From an optimization exercise on the open Yosys and OpenROAD flow, aimed at small area, a short achievable clock period and few clock cycles; shortcuts taken in it are not production practice. The RTL was checked by simulation tests, not by an equivalence proof against the original design. Power is estimated from default activity; no workload was simulated.

==> flow/design.v <==
`timescale 1ns / 1ps
module Translate (
    input             CLK,
    input             RSTn,        
    output     [15:0] MADDR,       
    output            M_W,         
    output     [15:0] MDATAOUT,    
    input      [15:0] MDATAIN,     
    output            HALTED
);
    localparam [3:0] OP_LW = 4'b0001, OP_SW = 4'b0011, OP_AND = 4'b0101,
                     OP_OR = 4'b0110, OP_ADD = 4'b0111, OP_SUB = 4'b1000,
                     OP_SLT = 4'b1001, OP_BEQ = 4'b1010, OP_J = 4'b1011,
                     OP_ADDI = 4'b1100;
    function is_halt_op(input [3:0] o);
        is_halt_op = (o == 4'b0000) || (o == 4'b0010) || (o == 4'b0100) ||
                     (o == 4'b1101) || (o == 4'b1110) || (o == 4'b1111);
    endfunction
    reg  [255:0] RF;       
    reg  [15:0] MA;        
    reg         MF;        
    reg         MWR;       
    reg  [15:0] P;         
    reg         AV;        
    reg  [15:0] IR;
    reg         IV;
    reg  [15:0] IPC1;      
    reg  [3:0]  RB;        
    reg  [11:0] EI;        
    reg         EV;
    reg         f_inv, f_and, f_or, f_sum, f_slt, f_addi, f_wr, f_as;
    reg         f_lw, f_sw, f_beq, f_halt;
    reg  [15:0] OA, OB;    
    reg         PA, PB;    
    reg  [15:0] BTE;       
    reg         LWP;       
    reg  [3:0]  LWD;       
    reg         H;         
    reg         MAA, MAB;  
    reg         SVA, SVB;  
    reg         HR;        
    wire [3:0] ewa = EI[11:8];
    wire [7:0] eim = EI[7:0];
    wire ex = EV & ~LWP & ~H;
    wire [15:0] Bx  = f_inv ? ~OB : OB;
    wire [16:0] S   = {1'b0, OA} + {1'b0, Bx} + {16'b0, f_inv};
    wire        ovf = (OA[15] == Bx[15]) & (S[15] != OA[15]);
    wire [15:0] res = ({16{f_and}} & (OA & OB)) |
                      ({16{f_or}}  & (OA | OB)) |
                      ({16{f_sum}} & S[15:0]) |
                      {15'b0, f_slt & ~S[16]} |
                      ({16{f_addi}} & {8'b0, eim});
    wire we    = ex & f_wr;
    wire ovw   = ex & f_as;
    wire taken = ex & f_beq & (OA == OB);
    wire [8:0] eim1 = {1'b0, eim} + 9'd1;
    wire hitR  = IV & HR;
    wire hitA  = AV & (P == {7'b0, eim1});
    wire hit   = ex & f_sw & (hitR | hitA);
    wire [3:0] rop = IR[15:12];
    wire [3:0] ra  = IR[7:4];
    wire r_j  = (rop == OP_J);
    wire r_sw = (rop == OP_SW);
    wire radv = ~LWP;                         
    wire rsq  = taken | (hit & hitR);         
    wire rfold = IV & r_j & radv & ~rsq;
    wire [15:0] rfa = RF[{ra, 4'b0} +: 16];
    wire [15:0] rfb = RF[{RB, 4'b0} +: 16];
    wire [15:0] ovword = {15'b0, ovf};
    wire [15:0] fa = (we & MAA) ? res : (ovw & SVA) ? ovword : rfa;
    wire [15:0] fb = (we & MAB) ? res : (ovw & SVB) ? ovword : rfb;
    wire r_wr = (rop == OP_AND) | (rop == OP_OR) | (rop == OP_ADD) | (rop == OP_SUB) |
                (rop == OP_SLT) | (rop == OP_ADDI);
    wire [3:0] aop = MDATAIN[15:12];
    wire asq   = taken | hit | rfold;
    wire aj    = AV & (aop == OP_J) & ~(IV & r_sw);
    wire afold = aj & ~asq;
    wire [3:0] axa = MDATAIN[7:4];
    wire [3:0] axb = (aop == OP_SW || aop == OP_BEQ) ? MDATAIN[11:8] : MDATAIN[3:0];
    wire acap  = AV & ~asq & ~afold;
    wire ev_n   = radv ? (IV & ~rsq & ~r_j) : EV;
    wire [3:0] niop = radv ? IR[15:12] : (f_lw ? OP_LW : f_sw ? OP_SW : 4'b0);
    wire [7:0] niim = radv ? IR[7:0] : eim;
    wire lwp_n  = ex & f_lw;
    wire h_n    = H | (ex & f_halt);
    wire nex    = ev_n & ~lwp_n & ~h_n;
    wire nlw    = nex & (niop == OP_LW);
    wire nsw    = nex & (niop == OP_SW);
    wire dnext  = nlw | nsw;
    wire [15:0] seq  = MF ? MA + 16'd1 : P;
    wire [15:0] cand = taken ? BTE :
                       hit   ? {8'b0, eim} :
                       rfold ? {8'b0, IR[11:4]} :
                       aj    ? {8'b0, MDATAIN[11:4]} : seq;
    assign MADDR    = MA;
    assign M_W      = MWR;
    assign MDATAOUT = OB;
    assign HALTED   = H | (EV & ~LWP & f_halt);
    wire [15:0] wd = LWP ? MDATAIN : res;
    integer k;
    always @(posedge CLK) begin
        for (k = 0; k < 16; k = k + 1) begin
            if (LWP ? (LWD == k) : (we & (ewa == k)))
                RF[16*k +: 16] <= wd;
            else if (k == 7 && ovw)
                RF[16*k +: 16] <= ovword;
        end
    end
    wire [4:0] zm1 = {1'b0, IR[3:0]} - 5'd1;
    always @(posedge CLK) begin
        LWD <= ewa;
        if (acap) begin
            IR   <= MDATAIN;
            IPC1 <= P;
            RB   <= axb;
            MAA  <= (IR[11:8] == axa);
            MAB  <= (IR[11:8] == axb);
            SVA  <= (axa == 4'd7);
            SVB  <= (axb == 4'd7);
            HR   <= r_sw & (P == {7'b0, {1'b0, IR[7:0]} + 9'd1});
        end
        if (radv) begin
            EI  <= IR[11:0];
            f_inv  <= (rop == OP_SUB) | (rop == OP_SLT);
            f_and  <= (rop == OP_AND);
            f_or   <= (rop == OP_OR);
            f_sum  <= (rop == OP_ADD) | (rop == OP_SUB);
            f_slt  <= (rop == OP_SLT);
            f_addi <= (rop == OP_ADDI);
            f_wr   <= r_wr;
            f_as   <= (rop == OP_ADD) | (rop == OP_SUB);
            f_lw   <= (rop == OP_LW);
            f_sw   <= (rop == OP_SW);
            f_beq  <= (rop == OP_BEQ);
            f_halt <= is_halt_op(rop);
            OA  <= fa;
            OB  <= fb;
            PA  <= ex & f_lw & MAA;
            PB  <= ex & f_lw & MAB;
            BTE <= IPC1 + {{11{zm1[4]}}, zm1};
        end else begin
            if (PA) OA <= MDATAIN;
            if (PB) OB <= MDATAIN;
        end
        MA <= dnext ? {8'b0, niim} : cand;
        P  <= dnext ? cand : seq;
        if (!RSTn) begin
            MA  <= 16'd0;
            MF  <= 1'b1;
            MWR <= 1'b0;
            AV  <= 1'b0;
            IV  <= 1'b0;
            EV  <= 1'b0;
            LWP <= 1'b0;
            H   <= 1'b0;
        end else begin
            MF  <= ~dnext;
            MWR <= nsw;
            AV  <= MF & ~asq & ~afold;
            IV  <= acap | (IV & ~radv & ~rsq);
            EV  <= ev_n;
            LWP <= lwp_n;
            H   <= h_n;
        end
    end
endmodule
==> flow/run.sh <==
#!/bin/bash
# synth_recipe.tcl (not shown) runs the flow's synth.tcl, then flattens the netlist and writes it again
# the make line also repeats each setting of config.mk as NAME=value (left out here)
make -C /OpenROAD-flow-scripts/flow DESIGN_CONFIG=/design/flow/config.mk WORK_HOME=/design/flow/orfs CLKGATE_MAP_FILE= SYNTH_SCRIPT=/design/flow/synth_recipe.tcl finish
==> flow/config.mk <==
export PLATFORM = sky130hd
export DESIGN_NAME = Translate
export DESIGN_NICKNAME = Translate
export VERILOG_FILES = /design/flow/design.v
export SDC_FILE = /design/flow/constraint.sdc
export NUM_CORES = 4
export LEC_CHECK = 0
export CAP_MARGIN = 20
export CORE_MARGIN = 2
export CORE_UTILIZATION = 40
export SETUP_SLACK_MARGIN = 3.0
export SLEW_MARGIN = 20
==> flow/constraint.sdc <==
create_clock -name core_clock -period 6.0 [get_ports {CLK}]
set_input_delay 1.2000 -clock core_clock [delete_from_list [all_inputs] [get_ports {CLK}]]
set_output_delay 1.2000 -clock core_clock [all_outputs]
set_load 0.01 [all_outputs]
==> results of run 1 <==
## power groups by stage
stage	clock network [mW]	logic, mW	registers, mW
after floorplan	0	0.810	3.45
after global placement	0	1.15	3.50
after detailed placement	0	1.16	3.50
after CTS	2.68	1.34	3.43
after global routing	2.79	1.58	3.44
final	2.65	1.48	3.43
## timing repair
action / in CTS / in global routing
pin swaps: 32 / 30
resized for setup: 98 / 61
buffers inserted: 48 / 29
gates cloned: 9 / 2
setup endpoints to repair: 345 / 282
## flip-flops by register name (all words and copies together) (netlist names), 4 cells and up
name / flops
BTE: 16
EI: 12
IPC1: 16
IR: 16
LWD: 4
MA: 16
OA: 16
OB: 16
P: 16
RB: 4
RF: 256
## through the flow
step | std cells | hold slack, ns | setup slack, ns | utilization, %
global route | 2402 | 0.467 | 2.79 | 48.5
detailed placement | 2232 | 0.425 | 1.49 | 43.1
floorplan | 1547 | 0.394 | 2.92 | -
finish | 2402 | 0.452 | 2.88 | 48.5
CTS | 2371 | 0.447 | 2.91 | 47.5
global placement | 2232 | 0.429 | 1.59 | 43.1
## cells in the mapped netlist, types with 19 or more instances
library cell,n,area (µm²)
nor3_1,30,150
nand2b_1,19,119
a21oi_1,73,365
xor2_1,46,403
mux4_2,144,3240
clkbuf_1,56,210
nand3_1,28,140
edfxtp_1,370,11100
o21ai_0,39,195
nand2_1,83,312
inv_1,58,218
ha_1,66,826
mux2i_1,32,320
nor2b_1,28,175
xnor2_1,36,315
dfxtp_1,43,861
a211oi_1,27,203
nor2_1,81,304
buf_2,19,95.1
## worst min path at each step
stage                       from     end  slack, ns  cells past startpoint
after floorplan           EI[11]  LWD[3]       0.39                      0
after global placement    EI[11]  LWD[3]       0.43                      0
after detailed placement  EI[11]  LWD[3]       0.43                      0
after CTS                 EI[11]  LWD[3]       0.45                      0
after global routing      EI[11]  LWD[3]       0.47                      0
final                     EI[11]  LWD[3]       0.45                      0
## layer usage
layer  share of wire (%)  vias up
li1                    -     6369
met1                  41     7470
met2                  48      672
met3                 8.2      139
met4                 3.4        0
met5                   0        -
## layout by cell type, fill, tap and decap left out, types with 26 or more instances in the layout
cell type | netlist | final
edfxtp_1 | 370 | 370
mux4_2 | 144 | 144
buf_4 | 2 | 84
nand2_1 | 83 | 75
nor2_1 | 81 | 73
ha_1 | 66 | 62
a21oi_1 | 73 | 61
inv_1 | 58 | 54
clkdlybuf4s50_1 | 0 | 48
clkbuf_16 | 0 | 47
xor2_1 | 46 | 45
dfxtp_1 | 43 | 41
xnor2_1 | 36 | 36
mux2i_1 | 32 | 32
o21ai_0 | 39 | 31
nand3_1 | 28 | 26
## cell families (layout without fill, tap and decap cells)
group / Yosys count / after routing / share of synthesized area, %
muxes: 192 / 192 / 17.3
xor gates and xnor gates: 82 / 82 / 3.30
AOI/OAI and AO/OA: 289 / 290 / 9.19
DFF: 413 / 413 / 55.0
buffers and inverters: 144 / 300 / 2.67
adders and majority gates: 68 / 68 / 3.98
and+or+nand+nor: 359 / 361 / 8.49
## final cells by class
cell class | instances | area, µm² | area share, %
flip-flops and latches | 413 | 12000 | 45.9
repair buffers | 156 | 1560 | 5.99
well taps | 696 | 871 | 3.34
clock inverters | 21 | 160 | 0.614
multi-input cells | 993 | 10000 | 38.5
repair inverters | 4 | 30.0 | 0.115
inverters | 58 | 221 | 0.849
clock buffers | 61 | 1230 | 4.70
==> summary.md, run 1 <==
| Metric | Value |
|---|---|
| Largest net degree at the start of global routing | 71 |
| Unique masters post-synth | between 80 and 90 |
| Final Setup Violations | 0 |
| # diodes | 0 |
| Share of cells above drive strength 1 | between 20% and 30% |
| Gr busiest metal | met2 |
| Post-DP Area | approximately 0.023 mm² |
| Worst path depth | 14 |
| Leakage | between 9 and 10 nW |
| Critical path launch point | f_inv |
| FMAX | around 320 MHz |
| YS warnings | 1 |
| Die area | around 0.056 mm² |
| Critical Path Max Stage Delay | about 0.46 ns |
| Fill count | about 4.6k |
| Pwr/cell area | between 200 and 300 mW/mm² |
| Detailed Routing Iterations Pass 1 | 5 |
| Worst-path cell chain | buf_6, buf_6, buf_8, buf_4, xor2_1, ha_2, nand2_1, nor2_2, nand2_1, o21ai_2, a21oi_2, nand4_1, or3b_4, o21a_4 |
| Root Driver | clkbuf_16 |
| Fin crit share | ~52% |
| Chip height | around 240 µm |
| #FFs+latches synth | between 400 and 500 |
| Reg2reg start | f_inv |
| Hold Crit Class | reg2reg |
| VDD IR max | between 0.0002 and 0.00025 V |
| CP max stage cell | or3b_4 |
| Grt ovf | 0 |
| WL final | 63.7 mm |
| Crit Path Max Fanout | 8 |
| Slew margin rel. | 31.5% |
| Drt initial violations | roughly 1.8k |
| Vias per cell | between 6 and 7 |
| Data arrival, critical path | about 3.5 ns |
| R2r endpoint | RF[79] |
| Global Route met1 Usage | a little under a third |
| Ports | 52 |
| Power share of the clock group | 35.0% |
| Clk Latency, worst-skew pair | around 0.62 ns |
| First-pass GRT wire length | just over 90 mm |
| GR Util met3 | 4.35% |
| Global Route met2 Usage | 36.1% |
| MaxCap Viol Count | 0 |
| Starting Density | 40.4% |
| Total Power | about 7.5 mW |
| Sw Pwr | around 2.1 mW |
| Die X-Extent | 237 µm |
| Core area | around 0.054 mm² |
| Critical Path Sink Type | flip-flop |
| CP Class | reg2reg |
| Worst-Margin Slew | 1.03 ns |
| Int Pwr | around 5.4 mW |
| Syn avg cell area | 14.1 µm² |
| Outcome | complete, no violations |
| Worst R2R Setup Slack | roughly 2.9 ns |
| Switching power share of the total | approximately 28% |
| Vias in the first global route | roughly 14k |
| CTS sink cnt | approximately 410 |
| Longest Clk Path Bufs | 3 |
| Capture point of the critical path | RF[79] |
| Layout Skew | a little under 0.06 ns |
| Hold buffer count at CTS | 0 |
| RSZ-0062 raised after global routing | yes |
| Dominant synthesized flop cell | edfxtp_1 |
| Combinational share of power | 19.6% |
| Clock-pin slew on the worst setup and hold paths | ~0.070 ns |
| Async S/R FF share, synth | 0% |
| Post-DP HPWL | 39.6 mm |
| CTS Buf Count | 45 |
| WL/cell | approximately 27 µm |
| Syn Inst Count | ~1.5k |
| Number of core rows | 85 |
| Register area share after synthesis | approximately 55% |
| WP data required | 6.35 ns |
| Cell family with most CP delay | simple AND/OR/NAND/NOR gates |
| Worst setup SP type | flip-flop |
| I/O Buffers | between 50 and 60 |
| Antenna violations before repair | 0 |
| Via count | between 10k and 15k |
| Worst Path Buf+Inv | 4 |
| GR Util All Layers | 22.3% |
| Syn nets | 1633 |
| Post-synth EDFFs | between 300 and 400 |
| Final #Nets | 1757 |
| Residual DRC count | 0 |
| RePlAce Congestion | between 0.8 and 0.9 |
| Post-Synthesis Cell Area | between 0.02 and 0.025 mm² |
| Crit path time final | 3.12 ns |
| Remaining antenna violation count after routing | 0 |
| Final Max Tran Viols | 0 |
| Final hold violations | 0 |
| Cell area after layout | ~0.026 mm² |
| R2R depth | 14 |
| Flop pwr share | ~45% |
| Setup TNS | 0 ns |
| # H-tree levels | 2 |
| Area Growth Syn to Fin | 19.9% |
| TritonCTS clock tree | built |
Testbench counts, summed over its fixed seeds: cycles 206,549.
==> inputs of run 2 (changes only) <==
--- a/flow/design.v
+++ b/flow/design.v
@@ -38,11 +38,13 @@
     reg         H;         
     reg         MAA, MAB;  
     reg         SVA, SVB;  
+    reg         FAR, FBR;  
+    reg         FAO, FBO;  
     reg         HR;        
     wire [3:0] ewa = EI[11:8];
     wire [7:0] eim = EI[7:0];
     wire ex = EV & ~LWP & ~H;
-    wire [15:0] Bx  = f_inv ? ~OB : OB;
+    wire [15:0] Bx  = OB;      
     wire [16:0] S   = {1'b0, OA} + {1'b0, Bx} + {16'b0, f_inv};
     wire        ovf = (OA[15] == Bx[15]) & (S[15] != OA[15]);
     wire [15:0] res = ({16{f_and}} & (OA & OB)) |
@@ -67,8 +69,9 @@
     wire [15:0] rfa = RF[{ra, 4'b0} +: 16];
     wire [15:0] rfb = RF[{RB, 4'b0} +: 16];
     wire [15:0] ovword = {15'b0, ovf};
-    wire [15:0] fa = (we & MAA) ? res : (ovw & SVA) ? ovword : rfa;
-    wire [15:0] fb = (we & MAB) ? res : (ovw & SVB) ? ovword : rfb;
+    wire [15:0] fa = FAR ? res : FAO ? ovword : rfa;
+    wire [15:0] fb = FBR ? res : FBO ? ovword : rfb;
+    wire r_inv = (rop == OP_SUB) | (rop == OP_SLT);
     wire r_wr = (rop == OP_AND) | (rop == OP_OR) | (rop == OP_ADD) | (rop == OP_SUB) |
                 (rop == OP_SLT) | (rop == OP_ADDI);
     wire [3:0] aop = MDATAIN[15:12];
@@ -87,6 +90,12 @@
     wire nlw    = nex & (niop == OP_LW);
     wire nsw    = nex & (niop == OP_SW);
     wire dnext  = nlw | nsw;
+    wire nwr    = nex & (radv ? r_wr : f_wr);
+    wire nas    = nex & (radv ? ((rop == OP_ADD) | (rop == OP_SUB)) : f_as);
+    wire maa_n  = acap ? (IR[11:8] == axa) : MAA;
+    wire mab_n  = acap ? (IR[11:8] == axb) : MAB;
+    wire sva_n  = acap ? (axa == 4'd7) : SVA;
+    wire svb_n  = acap ? (axb == 4'd7) : SVB;
     wire [15:0] seq  = MF ? MA + 16'd1 : P;
     wire [15:0] cand = taken ? BTE :
                        hit   ? {8'b0, eim} :
@@ -113,10 +122,6 @@
             IR   <= MDATAIN;
             IPC1 <= P;
             RB   <= axb;
-            MAA  <= (IR[11:8] == axa);
-            MAB  <= (IR[11:8] == axb);
-            SVA  <= (axa == 4'd7);
-            SVB  <= (axb == 4'd7);
             HR   <= r_sw & (P == {7'b0, {1'b0, IR[7:0]} + 9'd1});
         end
         if (radv) begin
@@ -134,14 +139,22 @@
             f_beq  <= (rop == OP_BEQ);
             f_halt <= is_halt_op(rop);
             OA  <= fa;
-            OB  <= fb;
+            OB  <= fb ^ {16{r_inv}};
             PA  <= ex & f_lw & MAA;
             PB  <= ex & f_lw & MAB;
             BTE <= IPC1 + {{11{zm1[4]}}, zm1};
         end else begin
             if (PA) OA <= MDATAIN;
-            if (PB) OB <= MDATAIN;
+            if (PB) OB <= MDATAIN ^ {16{f_inv}};
         end
+        MAA <= maa_n;
+        MAB <= mab_n;
+        SVA <= sva_n;
+        SVB <= svb_n;
+        FAR <= nwr & maa_n;
+        FBR <= nwr & mab_n;
+        FAO <= nas & sva_n;
+        FBO <= nas & svb_n;
         MA <= dnext ? {8'b0, niim} : cand;
         P  <= dnext ? cand : seq;
         if (!RSTn) begin
==> run 2 against run 1 <==
  * Non-clock buffer count increased by 31
  * Clock power increased by 3%
  * Critical path depth decreased by 2
  * Synthesized cell count increased by 0.78%
  * Sequential power about the same
  * Hold slack got worse by 0.028 ns
  * Critical endpoint is now RF[124]
  * Largest power group unchanged
==> summary.md, run 2 <==
| Metric | Value |
|---|---|
| # diodes | 0 |
| Post-DP HPWL | about 40 mm |
| Final #Nets | between 1.5k and 2k |
| Slew margin rel. | a little under 30% |
| Most flop-heavy register | RF |
| Outcome | complete, no violations |
| Syn avg cell area | ~14 µm² |
| Unique masters post-synth | 83 |
| Fin cells | about 2.4k |
| Dominant synthesized flop cell | edfxtp_1 |
| Pwr/cell area | 291 mW/mm² |
| CTS Buf Count | 45 |
| I/O Buffers | about 50 |
| Via count | around 15k |
| Max reg flops | between 200 and 300 |
| Detailed Routing Iterations Pass 1 | 5 |
| CTS sink cnt | between 400 and 500 |
| Count leader, synth | edfxtp_1 |
| Global Route met1 Usage | 30.3% |
| Fin Hold WS | approximately 0.42 ns |
| Clk Latency, worst-skew pair | 0.60 ns |
| Root Driver | clkbuf_16 |
| GR Util All Layers | between 20% and 30% |
| Syn Inst Count | roughly 1.6k |
| Switching power share of the total | 27.7% |
| Dpl ws | 1.57 ns |
| Fill count | approximately 4.6k |
| Crit path time final | 3.07 ns |
| Clock-pin slew on the worst setup and hold paths | around 0.060 ns |
| Cell total after placement | 2251 |
| Chip height | roughly 240 µm |
| Top cell type's share of synthesized area | 50.2% |
| Residual DRC count | 0 |
| Synth top area cells | edfxtp_1 50%, mux4_2 16%, dfxtp_1 4.9% |
| #FFs+latches synth | between 400 and 500 |
| Antenna violations before repair | 2 |
| Area Growth Syn to Fin | 21.7% |
| Worst setup SP type | flip-flop |
| Number of core rows | 85 |
| Multi-input gate area | roughly 0.010 mm² |
| RSZ-0062 raised after global routing | yes |
| Most frequent cells in the layout | 365 x edfxtp_1, 159 x mux4_2, 105 x buf_4 |
| WP data required | 6.34 ns |
| Grt ovf | 0 |
| Vias per cell | 6.07 |
| Gr busiest metal | met2 |
| Share of cells above drive strength 1 | 30.6% |
| GR Util met3 | under 10% |
| Crit Path Max Fanout | 8 |
| YS warnings | 1 |
| First-pass GRT wire length | 97.0 mm |
| TritonCTS clock tree | built |
| Leakage | about 9.4 nW |
| Vias in the first global route | roughly 15k |
| Remaining antenna violation count after routing | 0 |
| CP Class | reg2reg |
| FMAX | 326 MHz |
| Largest net degree at the start of global routing | 66 |
| Ports | between 50 and 60 |
| Yosys top cell by area | edfxtp_1 |
| Syn nets | between 1.5k and 2k |
| Longest Clk Path Bufs | 3 |
| Fin crit share | 51.1% |
| Layout Skew | 0.0379 ns |
| Final Max Tran Viols | 0 |
| Int Pwr | approximately 5.6 mW |
| Register area | between 0.01 and 0.015 mm² |
| Final Setup Violations | 0 |
| Hold buffer count at CTS | 0 |
| # H-tree levels | 2 |
| RePlAce Congestion | roughly 0.93 |
| Worst-Margin Slew | between 1 and 1.5 ns |
| Power share of the clock group | between 30% and 40% |
| VDD IR max | around 0.00022 V |
| Flop pwr share | between 40% and 50% |
| Critical Path Sink Type | flip-flop |
| WL final | around 66 mm |
| Die X-Extent | approximately 240 µm |
| Global Route met2 Usage | just under 40% |
| Async S/R FF share, synth | 0% |
| MaxCap Viol Count | 0 |
| Die area | roughly 0.056 mm² |
| Setup TNS | 0 ns |
| Final hold violations | 0 |
| Post-Synthesis Cell Area | between 0.02 and 0.025 mm² |
| Drt initial violations | between 1.5k and 2k |
| Combinational share of power | 20.3% |
| Starting Density | 40.5% |
| Setup ws final | approximately 3 ns |
| Data arrival, critical path | between 3 and 4 ns |
| Core area | between 0.05 and 0.06 mm² |
| Commonest non-fill, non-tap cell in the layout | edfxtp_1 |
| Synth cell count leaders | 365 x edfxtp_1, 159 x mux4_2, 94 x nor2_1 |
| WL/cell | 26.9 µm |
| Post-synth EDFFs | ~370 |
| Sw Pwr | around 2.1 mW |
| Register area share after synthesis | between 50% and 60% |
| Hold Crit Class | reg2reg |
## run 2: changes by cell type in the layout (fill, tap and decap cells not counted), moves of 15 or more
| cell | change |
|---|---|
| buf_4 | +21 |
| ha_4 | +17 |
| nor2_1 | +15 |
| ha_1 | -31 |
| a211oi_1 | -15 |
| mux4_2 | +15 |
## run 2: per-stage QoR
stage	total power [mW]	cell area (µm²)	utilization [%]
2_1_floorplan	4.30	22100	-
3_3_place_gp	4.70	23400	43.4
3_5_place_dp	4.71	23400	43.4
4_1_cts	7.62	25900	48.0
5_1_grt	8.01	26600	49.3
6_report	7.74	26600	49.3
## run 2: critical path, stage by stage (launching register included)
cell      delay (ns)
edfxtp_1        0.42
fa_2            0.32
inv_2           0.05
fa_2            0.37
nor2b_4         0.16
o31ai_4         0.08
buf_6           0.14
a211oi_4        0.24
nor2_1          0.08
xnor2_1         0.15
a21o_1          0.23
mux2_4          0.37
and2_4          0.18
## run 2: power groups by stage
stage,registers [mW],logic (mW),clock network [mW]
after floorplan,3.47,0.829,0
after global placement,3.52,1.18,0
after detailed placement,3.52,1.19,0
after CTS,3.46,1.39,2.77
after global routing,3.46,1.67,2.88
final,3.45,1.57,2.72
## run 2: worst paths after layout
check / startpoint / endpoint / slack, ns / depth (start not counted)
worst max-delay path: f_inv / RF[124] / 2.93 / 12
worst min-delay path: EI[9] / LWD[1] / 0.42 / 0
worst max register to register: f_inv / RF[124] / 2.93 / 12
worst min register to register: EI[9] / LWD[1] / 0.42 / 0
## run 2: metal layers
metal | vias up | wire length (µm)
met3 | 164 | 4590
met1 | 7557 | 26300
met4 | 2 | 2960
li1 | 6403 | -
met5 | - | 14
met2 | 685 | 31700
## run 2: cell families (layout without fill, tap and decap cells)
kind of cell	after synthesis	in the layout	synth area share [%]
buf+inv	164	348	3.16
xor+xnor	88	88	3.53
mux	203	203	18.5
compound gates	291	291	8.75
simple gates	341	341	7.78
fa+ha+maj	54	54	3.20
flops	418	418	55.1
## run 2: what timing repair did
action,CTS,global route
gates resized for setup,104,58
cloned,2,2
pin swaps,29,28
setup endpoints to repair,315,248
buffers inserted,55,44
## run 2: layout make-up
| type | instances | area share (%) |
|---|---|---|
| multi-input combinational | 977 | 38.1 |
| clock inverter | 32 | 0.961 |
| tap | 696 | 3.28 |
| timing repair buffer | 187 | 6.83 |
| timing repair inverter | 2 | 0.0565 |
| sequential | 418 | 45.3 |
| inverter | 75 | 1.09 |
| clock buffer | 52 | 4.37 |
Testbench counts of run 2, summed over its fixed seeds: cycles 206,549.
==> inputs of run 3 (changes only) <==
--- a/flow/config.mk
+++ b/flow/config.mk
@@ -8,5 +8,5 @@
 export CAP_MARGIN = 20
 export CORE_MARGIN = 2
 export CORE_UTILIZATION = 40
-export SETUP_SLACK_MARGIN = 3.0
+export SETUP_SLACK_MARGIN = 2.6
 export SLEW_MARGIN = 20
==> run 3 against run 2 <==
  * Non-clock buffer count decreased by 82
  * Synthesized area unchanged
  * Critical endpoint is now HALTED
  * Fmax decreased by 6.4%
  * Clock-buffer cell count increased by 5
  * Clock power increased by 6%
  * Sequential share of layout area increased by 2.5 points
  * Cell count decreased by 3.4%
  * Critical path type is now reg2out
  * Power decreased by 2.1%
  * Critical path depth decreased by 8
  * Global-route usage decreased by 1.0 points
  * Flip-flop and latch count unchanged
  * Clock skew decreased by 0.0052 ns
==> summary.md, run 3 <==
| Metric | Value |
|---|---|
| Crit path time final | 3.28 ns |
| Chip height | 238 µm |
| Setup ws final | 2.72 ns |
| CTS Buf Count | 45 |
| Hold EP | LWD[0] |
| Residual DRC count | 0 |
| Syn avg cell area | 14.0 µm² |
| Detailed Routing Iterations Pass 1 | 5 |
| RePlAce Congestion | 0.894 |
| Vias per cell | ~6.0 |
| # H-tree levels | 2 |
| Drt initial violations | approximately 1.5k |
| Die X-Extent | 238 µm |
| Fin Hold WS | 0.453 ns |
| R2r endpoint | MA[2] |
| Fin crit share | between 50 and 60% |
| First-pass GRT wire length | a little over 90 mm |
| Root Driver | clkbuf_16 |
| Longest Clk Path Bufs | 3 |
| Vias in the first global route | 14.2k |
| Async S/R FF share, synth | 0% |
| Dpl ws | 1.65 ns |
| CP Class | reg2out |
| Worst R2R Setup Slack | roughly 2.7 ns |
| Cell family with most CP delay | buffers and inverters |
| Final Util | 46.7% |
| Top cell type's share of synthesized area | 50.2% |
| Layout Skew | 0.0327 ns |
| RSZ-0062 raised after global routing | no |
| Sw Pwr | 2.04 mW |
| Unique masters post-synth | 83 |
| Grt ovf | 0 |
| TritonCTS clock tree | built |
| Leakage | a little under 9 nW |
| Worst Path Buf+Inv | 2 |
| Share of cells above drive strength 1 | a little over a fifth |
| Syn Inst Count | approximately 1.6k |
| Synth top area cells | edfxtp_1 50%, mux4_2 16%, dfxtp_1 4.9% |
| #FFs+latches synth | between 400 and 500 |
| FMAX | 305 MHz |
| Largest net degree at the start of global routing | 75 |
| Clk Latency, worst-skew pair | roughly 0.6 ns |
| Max reg flops | between 200 and 300 |
| Final #Nets | 1696 |
| Flop pwr share | between 40% and 50% |
| Critical Path Max Stage Delay | 0.48 ns |
| Most frequent cells in the layout | 365 x edfxtp_1, 159 x mux4_2, 93 x nor2_1 |
| Antenna violations before repair | 2 |
| Core area | between 0.05 and 0.06 mm² |
| Post-DP HPWL | ~40 mm |
| Final Max Tran Viols | 0 |
| WL/cell | 26.5 µm |
| Worst-Margin Slew | approximately 1.1 ns |
| Register area | approximately 0.012 mm² |
| YS warnings | 1 |
| Power share of the clock group | about 38% |
| Int Pwr | about 5.5 mW |
| CP max stage cell | clkdlybuf4s50_1 |
| WP data required | 4.80 ns |
| VDD IR max | ~0.0002 V |
| Most flop-heavy register | RF |
| Die area | 0.0565 mm² |
| Hold depth | 0 |
| R2R depth | 11 |
| Combinational share of power | 16.4% |
| Data arrival, critical path | between 2 and 2.5 ns |
| Synth cell count leaders | 365 x edfxtp_1, 159 x mux4_2, 94 x nor2_1 |
| Area Growth Syn to Fin | 15.3% |
| # diodes | 0 |
| Remaining antenna violation count after routing | 0 |
| Final hold violations | 0 |
| Ports | 52 |
| Switching power share of the total | about 27% |
| Commonest non-fill, non-tap cell in the layout | edfxtp_1 |
| Cell total after placement | around 2.2k |
| Hold Crit Class | reg2reg |
| Via count | ~14k |
| Reg2reg start | OB[3] |
| Fin cells | between 2k and 2.5k |
| Post-Synthesis Cell Area | approximately 0.022 mm² |
| Hold buffer count at CTS | 0 |
| I/O Buffers | 51 |
| GR Util All Layers | between 20 and 25% |
| Dominant synthesized flop cell | edfxtp_1 |
| Multi-input gate area | approximately 0.0095 mm² |
| Syn nets | 1631 |
| Register area share after synthesis | between 50% and 60% |
| Fill count | roughly 4.7k |
| WL final | between 60 and 70 mm |
| Critical Path Sink Type | output port |
| Pwr/cell area | about 300 mW/mm² |
| Outcome | complete, no violations |
| CTS sink cnt | between 400 and 500 |
| Post-synth EDFFs | 365 |
| MaxCap Viol Count | 0 |
| Worst setup SP type | flip-flop |
| Count leader, synth | edfxtp_1 |
| Crit Path Max Fanout | 74 |
| Setup TNS | 0 ns |
| Slew margin rel. | 27.9% |
| Yosys top cell by area | edfxtp_1 |
| Worst-path cell chain | buf_12, nor2b_1, a21o_1, clkdlybuf4s50_1 |
| Final Setup Violations | 0 |
| Starting Density | between 40% and 50% |
| Clock-pin slew on the worst setup and hold paths | approximately 0.06 ns |
| Number of core rows | 85 |
| Min-delay src | EI[8] |
run 3: cell count changes in the layout (fill, tap and decap cells not counted), sizes merged:
cell,change
clkinvlp,-2
bufinv,+2
dlygate4sd2,-2
buf,-81
inv,-2
bufbuf,-1
dlymetal6s2s,-3
clkdlybuf4s50,+5
clkinv,-3
clkbuf,+5
run 3: power by group through the flow:
stage | clock network (mW) | logic [mW] | registers (mW)
after CTS | 2.91 | 1.19 | 3.46
after global routing | 3.03 | 1.34 | 3.47
after detailed placement | 0 | 1.16 | 3.52
after floorplan | 0 | 0.796 | 3.47
final | 2.88 | 1.25 | 3.46
after global placement | 0 | 1.15 | 3.52
run 3: how the worst max path moves through the flow:
stage	from	endpoint	slack [ns]	cells past startpoint
finish	LWP	HALTED	2.72	4
global route	f_inv	OB[6]	2.61	12
CTS	f_inv	RF[176]	2.60	11
detailed placement	OB[3]	IPC1[13]	1.65	10
global placement	OB[3]	IPC1[13]	1.78	10
floorplan	IR[0]	BTE[15]	2.66	11
run 3: through the flow:
stage | total power, mW | area [µm²]
floorplan | 4.27 | 21800
global placement | 4.67 | 23200
detailed placement | 4.68 | 23200
CTS | 7.57 | 25000
global route | 7.85 | 25200
finish | 7.58 | 25200
run 3: timing repair:
item                       4_1_cts  5_1_grt
cloned                           1        1
gates resized for setup         18       19
setup endpoints to repair      180      155
pin swaps                        1        7
setup buffers                    9       14
run 3: area by class of cell:
| class | instances | share of cell area (%) |
|---|---|---|
| timing repair inverter | 2 | 0.0596 |
| timing repair buffer | 105 | 3.98 |
| clock buffer | 57 | 4.85 |
| sequential | 418 | 47.7 |
| clock inverter | 27 | 1.22 |
| inverter | 75 | 1.13 |
| tap | 696 | 3.46 |
| multi-input combinational | 977 | 37.5 |
run 3: cell families (layout without fill, tap and decap cells):
logic type               Yosys count  count (layout)  share of synthesized area [%]
AO/OA/AOI/OAI                    291             291                           8.75
multiplexers                     203             203                           18.5
buffers and inverters            164             266                           3.16
adder cells (fa/ha/maj)           54              54                           3.20
flip-flops                       418             418                           55.1
XOR/XNOR                          88              88                           3.53
AND/OR/NAND/NOR                  341             341                           7.78
run 3: routing by layer:
metal / global-route usage, % / vias to the layer above / wire (µm)
met5: 0 / - / 33
met4: 6.75 / 4 / 1950
met3: 3.68 / 122 / 4240
met2: 36.5 / 564 / 30100
met1: 30.4 / 7321 / 26100
li1: - / 6227 / -
==> inputs of run 4 (changes only) <==
--- a/flow/config.mk
+++ b/flow/config.mk
@@ -8,5 +8,5 @@
 export CAP_MARGIN = 20
 export CORE_MARGIN = 2
 export CORE_UTILIZATION = 40
-export SETUP_SLACK_MARGIN = 2.6
+export SETUP_SLACK_MARGIN = 3.4
 export SLEW_MARGIN = 20
==> run 4 against run 3 <==
  * Clock-buffer cell count shrank 2
  * Non-clock buffer count grew 165
  * Synthesized area is the same
  * Clock power shrank 5%
  * Sequential share of layout area shrank 6.1 points
  * Synthesized cell count is the same
  * Via count grew 9.2%
  * Setup slack gained 0.070 ns
  * Critical path depth grew 9
  * Cell area grew 15%
  * Clock skew grew 0.0025 ns
  * Largest power group unchanged
==> summary.md, run 4 <==
| Metric | Value |
|---|---|
| Async S/R FF share, synth | 0% |
| RSZ-0062 raised after global routing | yes |
| Chip height | ~240 µm |
| Share of cells above drive strength 1 | about two fifths |
| YS warnings | 1 |
| R2r endpoint | OB[0] |
| Core area | 0.0539 mm² |
| R2R depth | 13 |
| Fill count | between 4k and 5k |
| Slew margin rel. | between 20% and 30% |
| Dominant synthesized flop cell | edfxtp_1 |
| #FFs+latches synth | 418 |
| Die X-Extent | about 240 µm |
| CP Class | reg2reg |
| Most flop-heavy register | RF |
| Worst setup SP type | flip-flop |
| WP data required | ~6.3 ns |
| Drt initial violations | 1623 |
| Syn avg cell area | roughly 14 µm² |
| Via count | ~16k |
| Area Growth Syn to Fin | 32.2% |
| I/O Buffers | 51 |
| MaxCap Viol Count | 0 |
| TritonCTS clock tree | built |
| Crit Path Max Fanout | 4 |
| Ports | 52 |
| Root Driver | clkbuf_16 |
| WL/cell | around 28 µm |
| Setup TNS | 0 ns |
| Count leader, synth | edfxtp_1 |
| Reg2reg start | f_inv |
| Setup ws final | ~2.8 ns |
| First-pass GRT wire length | about 100 mm |
| RePlAce Congestion | about 0.90 |
| Critical Path Sink Type | flip-flop |
| Hold depth | 0 |
| Worst R2R Setup Slack | around 2.8 ns |
| Fin crit share | between 50 and 60% |
| Flop pwr share | between 40% and 50% |
| Dpl ws | 1.75 ns |
| CTS sink cnt | around 420 |
| Yosys top cell by area | edfxtp_1 |
| Hold buffer count at CTS | 0 |
| Int Pwr | approximately 6 mW |
| Largest net degree at the start of global routing | 64 |
| Number of core rows | 85 |
| Post-synth EDFFs | 365 |
| Final hold violations | 0 |
| Top cell type's share of synthesized area | between 50% and 60% |
| Commonest non-fill, non-tap cell in the layout | edfxtp_1 |
| Critical path launch point | f_inv |
| Data arrival, critical path | around 3.6 ns |
| Antenna violations before repair | 0 |
| Sw Pwr | about 2.3 mW |
| # H-tree levels | 2 |
| Max Used Layer | met4 |
| Power share of the clock group | 33.9% |
| VDD IR max | 0.000212 V |
| Switching power share of the total | about 28% |
| Die area | between 0.05 and 0.06 mm² |
| Clock-pin slew on the worst setup and hold paths | 0.06 ns |
| Met3 wire len | 6.04 mm |
| WL final | 70.5 mm |
| Syn nets | about 1.6k |
| FMAX | around 310 MHz |
| Most frequent cells in the layout | 365 x edfxtp_1, 159 x mux4_2, 97 x buf_4 |
| Starting Density | 40.5% |
| Worst-Margin Slew | between 1 and 1.5 ns |
| Total Power | just over 8 mW |
| Pwr/cell area | ~280 mW/mm² |
| Remaining antenna violation count after routing | 0 |
| Combinational share of power | between 20% and 30% |
| Unique masters post-synth | 83 |
| GR Util All Layers | around 24% |
| Leakage | around 10 nW |
| Routed met2 length | ~33 mm |
| Syn Inst Count | between 1.5k and 2k |
| Met1 wire length | around 28 mm |
| Final #Nets | between 1.5k and 2k |
| Layout Skew | around 0.035 ns |
| # diodes | 0 |
| Register area | approximately 0.012 mm² |
| Synth cell count leaders | 365 x edfxtp_1, 159 x mux4_2, 94 x nor2_1 |
| Min-delay src | P[14] |
| Final Max Tran Viols | 0 |
| Max reg flops | 256 |
| Vias in the first global route | around 15k |
| Clk Latency, worst-skew pair | roughly 0.60 ns |
| Residual DRC count | 0 |
| CTS Buf Count | 44 |
| Longest Clk Path Bufs | 3 |
| Hold EP | IPC1[14] |
| Synth top area cells | edfxtp_1 50%, mux4_2 16%, dfxtp_1 4.9% |
| Grt ovf | 0 |
| Final Util | between 50% and 60% |
| Outcome | complete, no violations |
| Final Setup Violations | 0 |
| Detailed Routing Iterations Pass 1 | 6 |
| Hold Crit Class | reg2reg |
| Post-Synthesis Cell Area | between 0.02 and 0.025 mm² |
| Multi-input gate area | about 0.011 mm² |
| Register area share after synthesis | 55.1% |
| Crit path time final | approximately 3.2 ns |
| Post-DP HPWL | roughly 40 mm |
| Vias per cell | around 6.2 |
[run 4: cell counts after synthesis]
No cell type changed its count.
[run 4: worst max path at each step]
stage	endpoint	depth (start not counted)
floorplan	BTE[15]	11
global placement	IPC1[0]	9
detailed placement	IPC1[6]	9
CTS	BTE[15]	13
global route	OB[0]	13
finish	OB[0]	13
[run 4: power by group through the flow]
stage / Combinational [mW] / Sequential (mW) / Clock (mW)
after floorplan: 0.877 / 3.47 / 0
after global placement: 1.23 / 3.52 / 0
after detailed placement: 1.24 / 3.52 / 0
after CTS: 1.59 / 3.45 / 2.79
after global routing: 2.01 / 3.47 / 2.90
final: 1.91 / 3.45 / 2.75
[run 4: cell families after synthesis]
logic type      synth area share [%]
compound gates                  8.75
xor+xnor                        3.53
fa+ha+maj                       3.20
buf+inv                         3.16
flops                           55.1
mux                             18.5
simple gates                    7.78
[run 4: layer usage]
layer  global-route usage, %  vias up
met5                       0        -
met4                    9.83        0
met3                    4.23      198
met2                    39.8      810
met1                    32.3     7961
li1                        -     6582
[run 4: area by class of cell]
cell class	instances	share of cell area (%)
Clock buffer	55	4.03
Clock inverter	22	0.902
Inverter	75	1.03
Multi-Input combinational cell	980	37.7
Sequential cell	418	41.7
Tap cell	696	3.02
Timing Repair Buffer	270	11.6
Timing Repair inverter	3	0.0910
[run 4: timing repair]
| action | 4_1_cts | 5_1_grt |
|---|---|---|
| gates cloned | 18 | 9 |
| setup endpoints to repair | 493 | 426 |
| setup buffers | 103 | 70 |
| pin swaps | 77 | 99 |
| gates resized for setup | 248 | 141 |
[run 4: worst max-delay path, stage by stage, from the launching register on]
cell and delay (ns):
edfxtp_1 0.41, buf_12 0.15, fa_2 0.41, inv_2 0.07, fa_2 0.23, nor2b_4 0.06
o31ai_4 0.33, buf_4 0.19, a211oi_4 0.07, o21ai_2 0.23, nand2_2 0.13, a21oi_4 0.24
mux2i_1 0.19, and4b_1 0.24
[run 4: stage by stage]
stage               hold slack, ns  std cells  cell area (µm²)
floorplan                    0.398       1559            22300
global placement             0.437       2242            23600
detailed placement           0.435       2242            23600
CTS                          0.445       2440            27400
global route                 0.477       2519            28900
finish                       0.440       2519            28900
==> inputs of run 5 (changes only) <==
--- a/flow/config.mk
+++ b/flow/config.mk
@@ -5,6 +5,7 @@
 export SDC_FILE = /design/flow/constraint.sdc
 export NUM_CORES = 4
 export LEC_CHECK = 0
+export ABC_AREA = 1
 export CAP_MARGIN = 20
 export CORE_MARGIN = 2
 export CORE_UTILIZATION = 40
==> run 5 against run 4 <==
  * Still clean
  * Non-clock buffer count is 84 lower
  * Power shrank 0.37%
  * Synthesized area grew 6.1%
  * Core utilization down 4.8 points
  * First-iteration DRC count up 51%
  * Combinational power decreased by 15%
  * Global-route usage up 2.0 points
  * Sequential power barely moved
  * Largest cell class unchanged
==> summary.md, run 5 <==
| Metric | Value |
|---|---|
| Outcome | complete, no violations |
| Drt initial violations | about 2.5k |
| Cell area after layout | around 0.028 mm² |
| Number of core rows | between 80 and 90 |
| Final Util | between 40% and 50% |
| Syn nets | around 2.8k |
| Area Growth Syn to Fin | 21.0% |
| Max reg flops | about 260 |
| Ports | between 50 and 60 |
| Final Max Tran Viols | 0 |
| Post-DP Area | around 0.025 mm² |
| WL/cell | about 22 µm |
| Synth Area in Simple Gates | between 10% and 20% |
| Layout Skew | roughly 0.063 ns |
| Remaining antenna violation count after routing | 0 |
| #FFs+latches synth | between 400 and 500 |
| Chip height | roughly 240 µm |
| Dpl ws | 1.55 ns |
| TritonCTS clock tree | built |
| Residual DRC count | 0 |
| Async S/R FF share, synth | 0% |
| RePlAce Congestion | approximately 0.91 |
| Syn avg cell area | roughly 8.4 µm² |
| Hold Crit Class | reg2reg |
| CTS Buf Count | 47 |
| Mux share of post-synthesis cell area | 0% |
| Count leader, synth | nand2_1 |
| Leakage | between 10 and 15 nW |
| Synth top area cells | edfxtp_1 47%, nand2_1 8.8%, o21ai_0 8.1% |
| Longest Clk Path Bufs | 3 |
| RSZ-0062 raised after global routing | yes |
| MaxCap Viol Count | 0 |
| Commonest non-fill, non-tap cell in the layout | nand2_1 |
| Top cell type's share of synthesized area | a little under half |
| Adder-cell share of the synthesized area | under 10% |
| Fill count | between 5k and 6k |
| Fin cells | between 3k and 4k |
| I/O Buffers | 51 |
| Unique masters post-synth | 45 |
| Antenna violations before repair | 0 |
| Most frequent cells in the layout | 499 x nand2_1, 365 x edfxtp_1, 342 x o21ai_0 |
| Most flop-heavy register | RF |
| CP Class | reg2out |
| First-pass GRT wire length | 120 mm |
| Post-synth EDFFs | approximately 370 |
| Setup ws final | 3.31 ns |
| Total Power | between 8 and 9 mW |
| Dominant synthesized flop cell | edfxtp_1 |
| Critical Path Sink Type | output port |
| Largest family of logic cells by synthesized area | simple AND/OR/NAND/NOR gates |
| YS warnings | 1 |
| Vias in the first global route | ~20k |
| Core area | around 0.057 mm² |
| Final hold violations | 0 |
| Fin crit share | 44.8% |
| Vias per cell | ~5.7 |
| Yosys top cell by area | edfxtp_1 |
| Setup TNS | 0 ns |
| Starting Density | 40.3% |
| Post-synthesis compound-gate area fraction | between 15 and 20% |
| Syn Inst Count | 2750 |
| Crit path time final | between 2 and 3 ns |
| VDD IR max | between 0.0002 and 0.00025 V |
| Slew margin rel. | about a fifth |
| Crit Path Max Fanout | 2 |
| Data arrival, critical path | roughly 1.5 ns |
| # diodes | 0 |
| Detailed Routing Iterations Pass 1 | 6 |
| Cell total after placement | about 3.5k |
| Final #Nets | slightly below 3k |
| Register area share after synthesis | 51.9% |
| Fin Hold WS | ~0.44 ns |
| Synth cell count leaders | 546 x nand2_1, 377 x o21ai_0, 365 x edfxtp_1 |
| Pwr/cell area | around 290 mW/mm² |
| Die area | roughly 0.06 mm² |
| Multi-input gate area | about 0.010 mm² |
| Post-Synth XOR/XNOR Area | under 10% |
| Die X-Extent | roughly 240 µm |
| Worst-Margin Slew | between 1 and 1.5 ns |
| # H-tree levels | 2 |
| Register area | ~0.012 mm² |
| Largest net degree at the start of global routing | about 100 |
| CTS sink cnt | around 420 |
| GR Util All Layers | a little over a quarter |
| Worst setup SP type | flip-flop |
| Grt ovf | 0 |
| WL final | between 80 and 90 mm |
| Root Driver | clkbuf_16 |
| Clock-pin slew on the worst setup and hold paths | 0.06 ns |
| Via count | between 20k and 25k |
| WP data required | 4.80 ns |
| Hold buffer count at CTS | 0 |
| Share of cells above drive strength 1 | roughly 15% |
| Clk Latency, worst-skew pair | 0.64 ns |
| Final Setup Violations | 0 |
| Post-DP HPWL | 50.1 mm |
| Post-Synthesis Cell Area | approximately 0.023 mm² |
| FMAX | ~370 MHz |
run 5: changes by cell type after synthesis, moves of 27 or more:
| cell | change |
|---|---|
| xnor2_1 | -41 |
| a21oi_1 | +159 |
| o21ai_0 | +346 |
| nor2_1 | +89 |
| nand2_1 | +459 |
| clkbuf_1 | +63 |
| mux4_2 | -159 |
| inv_1 | +218 |
| nand3_1 | +242 |
| mux2i_1 | -27 |
| o211ai_1 | +50 |
run 5: logic make-up (layout without fill, tap and decap cells):
logic type	after synthesis	after routing
XOR/XNOR	37	37
AO/OA/AOI/OAI	728	728
adder cells (fa/ha/maj)	54	54
flip-flops	418	418
buffers and inverters	446	581
AND/OR/NAND/NOR	1067	1067
run 5: area by class of cell:
type,instances,share of cell area (%)
Multi-Input combinational cell,1886,36.9
Tap cell,765,3.42
Clock inverter,30,1.28
Timing Repair inverter,4,0.103
Inverter,303,4.34
Clock buffer,58,4.38
Sequential cell,418,43.0
Timing Repair Buffer,186,6.58
run 5: path summary, 6_finish.rpt:
path / startpoint / end / slack, ns / depth (start not counted)
setup / recovery: OB[1] / MDATAOUT[1] / 3.31 / 2
hold / removal: P[9] / IPC1[9] / 0.44 / 0
setup reg to reg: OB[0] / RF[54] / 3.33 / 15
hold reg to reg: P[9] / IPC1[9] / 0.44 / 0
run 5: where the power goes:
| group | switching (mW) | internal (mW) | leakage (nW) |
|---|---|---|---|
| Clock | 1.28 | 1.73 | 0.773 |
| Sequential | 0.100 | 3.34 | 3.95 |
| Combinational | 1.06 | 0.557 | 6.48 |
run 5: timing repair:
action,in CTS,in global routing
cloned,7,4
buffers inserted,52,38
gates resized for setup,171,187
endpoints found under the setup margin,670,375
pin swaps,12,32
run 5: worst max-delay path, cell delays in order, from the launching register on:
cell and delay (ns):
edfxtp_1 0.44, buf_4 0.16, dlygate4sd2_1 0.27
run 5: per-layer routing:
metal  wire, µm  vias to the layer above  share of wire (%)  global-route usage (%)
met4       2790                        0                3.4                    9.24
met5          0                        -                  0                       0
met3       7340                      175                8.9                    4.09
met1      34100                    10000                 42                    36.1
met2      37800                     1031                 46                    42.2
li1           -                     9681                  -                       -
==> inputs of run 6 (changes only) <==
--- a/flow/config.mk
+++ b/flow/config.mk
@@ -9,5 +9,5 @@
 export CAP_MARGIN = 20
 export CORE_MARGIN = 2
 export CORE_UTILIZATION = 40
-export SETUP_SLACK_MARGIN = 3.4
+export SETUP_SLACK_MARGIN = 3.2
 export SLEW_MARGIN = 20
==> run 6 against run 5 <==
  * Still clean
  * Core utilization decreased by 2.0 points
  * Die area unchanged
  * Global-route usage decreased by 0.62 points
  * Critical endpoint is now HALTED
  * Largest cell class unchanged
==> summary.md, run 6 <==
| Metric | Value |
|---|---|
| FMAX | between 300 and 400 MHz |
| Antenna violations before repair | 0 |
| CTS sink cnt | between 400 and 500 |
| Detailed Routing Iterations Pass 1 | 5 |
| Ports | between 50 and 60 |
| Number of core rows | 88 |
| VDD IR max | approximately 0.00019 V |
| Critical Path Max Stage Delay | between 0.4 and 0.5 ns |
| Slew margin rel. | about 29% |
| WP data required | 4.80 ns |
| Most frequent cells in the layout | 531 x nand2_1, 365 x edfxtp_1, 357 x o21ai_0 |
| Min-delay src | P[9] |
| Pwr/cell area | around 300 mW/mm² |
| Outcome | complete, no violations |
| Vias in the first global route | slightly below 20k |
| Post-DP HPWL | around 50 mm |
| Leakage | around 11 nW |
| Syn avg cell area | around 8.4 µm² |
| Root Driver | clkbuf_16 |
| Die X-Extent | around 240 µm |
| Final Max Tran Viols | 0 |
| Combinational share of power | between 10% and 20% |
| Via count | roughly 21k |
| Core area | 0.0575 mm² |
| Post-synth EDFFs | 365 |
| CP max stage cell | dfxtp_2 |
| Fin crit share | just under 50% |
| Data arrival, critical path | about 1.7 ns |
| Most flop-heavy register | RF |
| Syn nets | about 2.8k |
| Share of cells above drive strength 1 | between 9 and 10% |
| Critical path launch point | LWP |
| Crit path time final | ~2.9 ns |
| Sw Pwr | 2.35 mW |
| GR Util All Layers | between 20% and 30% |
| Dpl ws | around 1.4 ns |
| WL/cell | between 20 and 25 µm |
| Starting Density | roughly 40% |
| #FFs+latches synth | 418 |
| Worst-path cell chain | inv_8, nand3_4, o21ai_4, clkdlybuf4s15_2 |
| TritonCTS clock tree | built |
| Unique masters post-synth | between 40 and 50 |
| I/O Buffers | roughly 50 |
| Max reg flops | around 260 |
| Power share of the clock group | around 39% |
| Layout Skew | 0.0658 ns |
| Largest net degree at the start of global routing | 204 |
| Critical Path Sink Type | output port |
| Post-Synthesis Cell Area | between 0.02 and 0.025 mm² |
| YS warnings | 1 |
| Worst Path Buf+Inv | 2 |
| CP Class | reg2out |
| Register area share after synthesis | approximately 52% |
| Commonest non-fill, non-tap cell in the layout | nand2_1 |
| WL final | between 70 and 80 mm |
| Reg2reg start | OA[0] |
| RePlAce Congestion | between 0.8 and 0.9 |
| Final Setup Violations | 0 |
| Dominant synthesized flop cell | edfxtp_1 |
| Worst setup SP type | flip-flop |
| Switching power share of the total | between 20 and 30% |
| Crit Path Max Fanout | 6 |
| Vias per cell | between 5 and 6 |
| Top cell type's share of synthesized area | around 47% |
| Setup ws final | between 3 and 4 ns |
| Grt ovf | 0 |
| Cell family with most CP delay | flip-flops |
| First-pass GRT wire length | 117 mm |
| Int Pwr | roughly 5.6 mW |
| Async S/R FF share, synth | 0% |
| Remaining antenna violation count after routing | 0 |
| Synth cell count leaders | 546 x nand2_1, 377 x o21ai_0, 365 x edfxtp_1 |
| Chip height | about 240 µm |
| Fill count | between 5k and 6k |
| Count leader, synth | nand2_1 |
| Hold buffer count at CTS | 0 |
| # diodes | 0 |
| Final hold violations | 0 |
| Worst-Margin Slew | ~1.1 ns |
| Clock-pin slew on the worst setup and hold paths | approximately 0.06 ns |
| RSZ-0062 raised after global routing | yes |
| Residual DRC count | 0 |
| # H-tree levels | 2 |
| Clk Latency, worst-skew pair | about 0.64 ns |
| Yosys top cell by area | edfxtp_1 |
| MaxCap Viol Count | 0 |
| Setup TNS | 0 ns |
| Longest Clk Path Bufs | 3 |
| Die area | about 0.060 mm² |
| Drt initial violations | 2279 |
| Hold Crit Class | reg2reg |
| Syn Inst Count | roughly 2.8k |
| Area Growth Syn to Fin | 15.9% |
| Flop pwr share | about 43% |
| Worst R2R Setup Slack | around 3.2 ns |
| CTS Buf Count | a little under 50 |
| Final #Nets | ~2.9k |
| Synth top area cells | edfxtp_1 47%, nand2_1 8.8%, o21ai_0 8.1% |
run 6: kinds of logic (layout without fill, tap and decap cells):
family                     after synthesis  after routing  share of synthesized area (%)
adders and majority gates               54             54                           3.01
and+or+nand+nor                       1067           1067                           19.5
xor gates and xnor gates                37             37                           1.40
AOI/OAI and AO/OA                      728            728                           16.8
buffers and inverters                  446            527                           7.36
DFF                                    418            418                           51.9
run 6: final timing paths:
path	to	cells past startpoint
worst min register to register	IPC1[9]	0
worst min-delay path	IPC1[9]	0
worst max register to register	RF[33]	9
worst max-delay path	HALTED	4
run 6: through the flow:
stage	instance area [µm²]	instances	total power, mW	util (%)	hold slack (ns)
final	26800	3596	7.94	46.7	0.439
after global routing	26800	3596	8.26	46.7	0.449
after CTS	26500	3579	7.92	46.1	0.441
after detailed placement	24500	3461	4.80	42.6	0.420
after global placement	24500	3461	4.78	42.6	0.414
after floorplan	23200	2750	4.32	-	0.393
run 6: what timing repair did:
action | 4_1_cts | 5_1_grt
gates cloned | 2 | 2
pin swaps | 2 | 4
endpoints found under the hold margin | 0 | 0
gates resized for setup | 67 | 67
endpoints found under the setup margin | 590 | 290
setup buffers | 24 | 15
run 6: layer usage:
layer	wire length, µm	part of all wire (%)	vias to the layer above	global-route usage, %
met3	6720	8.5	162	4.03
met1	33700	43	9988	35.7
met2	36100	46	940	40.9
li1	-	-	9556	-
met5	0	0	-	0
met4	2350	3.0	0	8.43
run 6: area by class of cell:
cell class | instances | area (µm²) | share of cell area (%)
inverters | 303 | 1180 | 4.39
clock buffers | 64 | 1310 | 4.89
flip-flops and latches | 418 | 12000 | 44.8
multi-input cells | 1886 | 9770 | 36.4
repair buffers | 129 | 1230 | 4.60
repair inverters | 3 | 21.3 | 0.0792
clock inverters | 28 | 353 | 1.31
well taps | 765 | 957 | 3.57
run 6: power by group through the flow:
stage	logic [mW]	clock network [mW]	registers, mW
2_1_floorplan	0.846	0	3.47
3_3_place_gp	1.27	0	3.51
3_5_place_dp	1.29	0	3.51
4_1_cts	1.33	3.15	3.45
5_1_grt	1.52	3.28	3.46
6_report	1.39	3.11	3.44
==> inputs of run 7 (changes only) <==
--- a/flow/config.mk
+++ b/flow/config.mk
@@ -9,5 +9,5 @@
 export CAP_MARGIN = 20
 export CORE_MARGIN = 2
 export CORE_UTILIZATION = 40
-export SETUP_SLACK_MARGIN = 3.2
+export SETUP_SLACK_MARGIN = 3.8
 export SLEW_MARGIN = 20
==> run 7 against run 6 <==
  * Register-to-register slack better by 0.21 ns
  * First-iteration DRC count up 14%
  * Critical path type unchanged
  * Critical endpoint unchanged
  * Synthesized cell count unchanged
  * Critical path depth unchanged
  * Clock power down 3%
==> summary.md, run 7 <==
| Metric | Value |
|---|---|
| Data arrival, critical path | between 1 and 1.5 ns |
| FMAX | 392 MHz |
| Register area share after synthesis | between 50 and 60% |
| Post-synth EDFFs | roughly 370 |
| Critical Path Max Stage Delay | about 0.37 ns |
| Ports | between 50 and 60 |
| Antenna violations before repair | 0 |
| Outcome | complete, no violations |
| Int Pwr | 5.88 mW |
| Combinational share of power | ~25% |
| Worst-Margin Slew | 1.28 ns |
| Worst setup SP type | flip-flop |
| Vias per cell | 5.90 |
| Setup ws final | between 3 and 4 ns |
| Most frequent cells in the layout | 436 x nand2_1, 365 x edfxtp_1, 317 x o21ai_0 |
| Share of cells above drive strength 1 | approximately a quarter |
| Hold buffer count at CTS | 0 |
| CTS Buf Count | 48 |
| Grt ovf | 0 |
| Final hold violations | 0 |
| Vias in the first global route | around 21k |
| Final #Nets | slightly above 3k |
| Residual DRC count | 0 |
| Root Driver | clkbuf_16 |
| Clk Latency, worst-skew pair | about 0.64 ns |
| I/O Buffers | just over 50 |
| Leakage | 12.3 nW |
| GR Util All Layers | a little under 30% |
| VDD IR max | ~0.00024 V |
| Clock-pin slew on the worst setup and hold paths | 0.06 ns |
| RePlAce Congestion | between 0.8 and 0.9 |
| Dpl ws | 1.57 ns |
| CP Class | reg2out |
| Dominant synthesized flop cell | edfxtp_1 |
| Worst-path cell chain | inv_8, nand3_4, o21ai_4, buf_6 |
| Most flop-heavy register | RF |
| First-pass GRT wire length | ~130 mm |
| Worst Path Buf+Inv | 2 |
| Area Growth Syn to Fin | 33.9% |
| Die X-Extent | 245 µm |
| Via count | ~22k |
| Slew margin rel. | between 10 and 15% |
| # diodes | 0 |
| Pwr/cell area | 278 mW/mm² |
| CTS sink cnt | between 400 and 500 |
| Cell family with most CP delay | flip-flops |
| Sw Pwr | between 2 and 3 mW |
| Commonest non-fill, non-tap cell in the layout | nand2_1 |
| Post-DP HPWL | ~50 mm |
| Count leader, synth | nand2_1 |
| Async S/R FF share, synth | 0% |
| MaxCap Viol Count | 0 |
| Largest net degree at the start of global routing | about 100 |
| Detailed Routing Iterations Pass 1 | 6 |
| Remaining antenna violation count after routing | 0 |
| Drt initial violations | around 2.6k |
| Crit Path Max Fanout | 3 |
| WL/cell | ~24 µm |
| Switching power share of the total | a little under a third |
| Setup TNS | 0 ns |
| Longest Clk Path Bufs | 3 |
| RSZ-0062 raised after global routing | yes |
| Top cell type's share of synthesized area | about 47% |
| Flop pwr share | between 30% and 40% |
| Yosys top cell by area | edfxtp_1 |
| WP data required | about 4.8 ns |
| Number of core rows | between 80 and 90 |
| Core area | ~0.057 mm² |
| Critical Path Sink Type | output port |
| Syn nets | approximately 2.8k |
| Power share of the clock group | 35.1% |
| WL final | roughly 89 mm |
| Final Max Tran Viols | 0 |
| Fin Hold WS | 0.431 ns |
| YS warnings | 1 |
| Synth cell count leaders | 546 x nand2_1, 377 x o21ai_0, 365 x edfxtp_1 |
| CP max stage cell | dfxtp_4 |
| Fin crit share | 42.6% |
| Chip height | about 240 µm |
| Unique masters post-synth | 45 |
| Synth top area cells | edfxtp_1 47%, nand2_1 8.8%, o21ai_0 8.1% |
| Max reg flops | ~260 |
| Final Setup Violations | 0 |
| Layout Skew | 0.0683 ns |
| Crit path time final | between 2 and 3 ns |
| #FFs+latches synth | ~420 |
| Fin cells | ~3.8k |
| Cell total after placement | approximately 3.5k |
| Syn avg cell area | 8.42 µm² |
| Syn Inst Count | around 2.8k |
| TritonCTS clock tree | built |
| Hold Crit Class | reg2reg |
| # H-tree levels | 2 |
| Die area | roughly 0.060 mm² |
| Starting Density | a little over 40% |
| Post-Synthesis Cell Area | ~0.023 mm² |
[run 7: changes by cell type in the layout (fill, tap and decap cells not counted), moves of 34 or more]
| cell | delta |
|---|---|
| o21ai_0 | -40 |
| a21oi_1 | -35 |
| inv_1 | -34 |
| buf_6 | +70 |
| nand2_1 | -95 |
| buf_4 | +79 |
| nand3_1 | -38 |
| nand2_2 | +66 |
[run 7: logic make-up after synthesis]
kind of cell	synth area share [%]
compound gates	16.8
xor+xnor	1.40
fa+ha+maj	3.01
buf+inv	7.36
flops	51.9
simple gates	19.5
[run 7: path summary, 6_finish.rpt]
kind | start | to | slack, ns | depth (start not counted)
worst max-delay path | LWP | HALTED | 3.45 | 4
worst min-delay path | P[15] | IPC1[15] | 0.43 | 0
worst max register to register | OA[0] | OA[14] | 3.45 | 14
worst min register to register | P[15] | IPC1[15] | 0.43 | 0
[run 7: layer usage]
| metal | GRT usage [%] | up-vias | part of all wire [%] |
|---|---|---|---|
| li1 | - | 9969 | - |
| met1 | 38.6 | 10700 | 40 |
| met2 | 46.1 | 1281 | 45 |
| met3 | 6.08 | 283 | 10 |
| met4 | 13.0 | 0 | 4.7 |
| met5 | 0 | - | 0 |
[run 7: power groups by stage]
stage                     combinational (mW)  sequential [mW]  clock (mW)
final                                   2.15             3.44        3.02
after CTS                               1.86             3.44        3.05
after detailed placement                1.33             3.51           0
after global placement                  1.30             3.50           0
after global routing                    2.29             3.45        3.16
after floorplan                        0.873             3.47           0
[run 7: stage by stage]
step / instance area [µm²] / util [%] / power (mW)
6_report: 31000 / 54.0 / 8.62
5_1_grt: 31000 / 54.0 / 8.90
4_1_cts: 29900 / 52.0 / 8.35
3_5_place_dp: 24700 / 43.0 / 4.83
3_3_place_gp: 24700 / 43.0 / 4.81
2_1_floorplan: 23500 / - / 4.34
[run 7: area by class of cell]
cell class,instances,area (µm²)
clock buffers,50,1220
clock inverters,39,394
fillers,5051,26500
inverters,303,1270
multi-input cells,1895,11800
flip-flops and latches,418,12100
well taps,765,957
repair buffers,294,3280
repair inverters,2,16.3
[run 7: timing repair]
action | CTS | global route
gates resized for setup | 652 | 190
cloned | 29 | 1
setup endpoints to repair | 674 | 467
setup buffers | 148 | 39
pin swaps | 117 | 76
[run 7: worst register-to-register path, cell delays in order (launching register included)]
cell,delay (ns)
edfxtp_1,0.46
fa_2,0.27
inv_2,0.04
fa_2,0.37
o21ai_4,0.21
nand2_2,0.12
nand2_4,0.14
nand2_4,0.08
nand2_2,0.07
nand2_2,0.06
nand3_4,0.07
nand2_4,0.07
buf_6,0.14
nand2_8,0.09
o221ai_2,0.10

==> what the ideal ports hide <==
The flow's constraints put no driver on any port. The routed layouts listed below were extracted and timed again, unchanged, in two steps.
Step 1 assumes that a clkbuf_16 drives the clock port and a buf_2 every other input.
Step 2 also shifts input and output timing later by t, the mid clock arrival at the registers, as if the neighbouring blocks saw the same clock.
Slacks: ideal / step 1 / step 2; pairs: ideal / step 1.
| run | t, ns | setup slack, ns | hold WS [ns] |
|---|---|---|---|
| run 1 | 0.645 | 2.878 / 2.878 / 2.512 | 0.452 / 0.452 / 0.452 |
| run 2 | 0.641 | 2.931 / 2.931 / 2.594 | 0.424 / 0.424 / 0.424 |
| run 3 | 0.643 | 2.722 / 2.661 / 2.120 | 0.453 / 0.453 / 0.453 |
| run 4 | 0.648 | 2.792 / 2.792 / 2.501 | 0.440 / 0.440 / 0.440 |
| run 5 | 0.656 | 3.311 / 3.257 / 2.883 | 0.436 / 0.436 / 0.436 |
| run 6 | 0.666 | 3.079 / 3.020 / 2.690 | 0.439 / 0.439 / 0.439 |
| run 7 | 0.668 | 3.447 / 3.386 / 2.950 | 0.431 / 0.431 / 0.431 |
After both steps setup and hold are still met in every run listed. The setup slack of run 3, which loses most, moves by -0.061 ns with the drivers and by -0.602 ns with both steps.
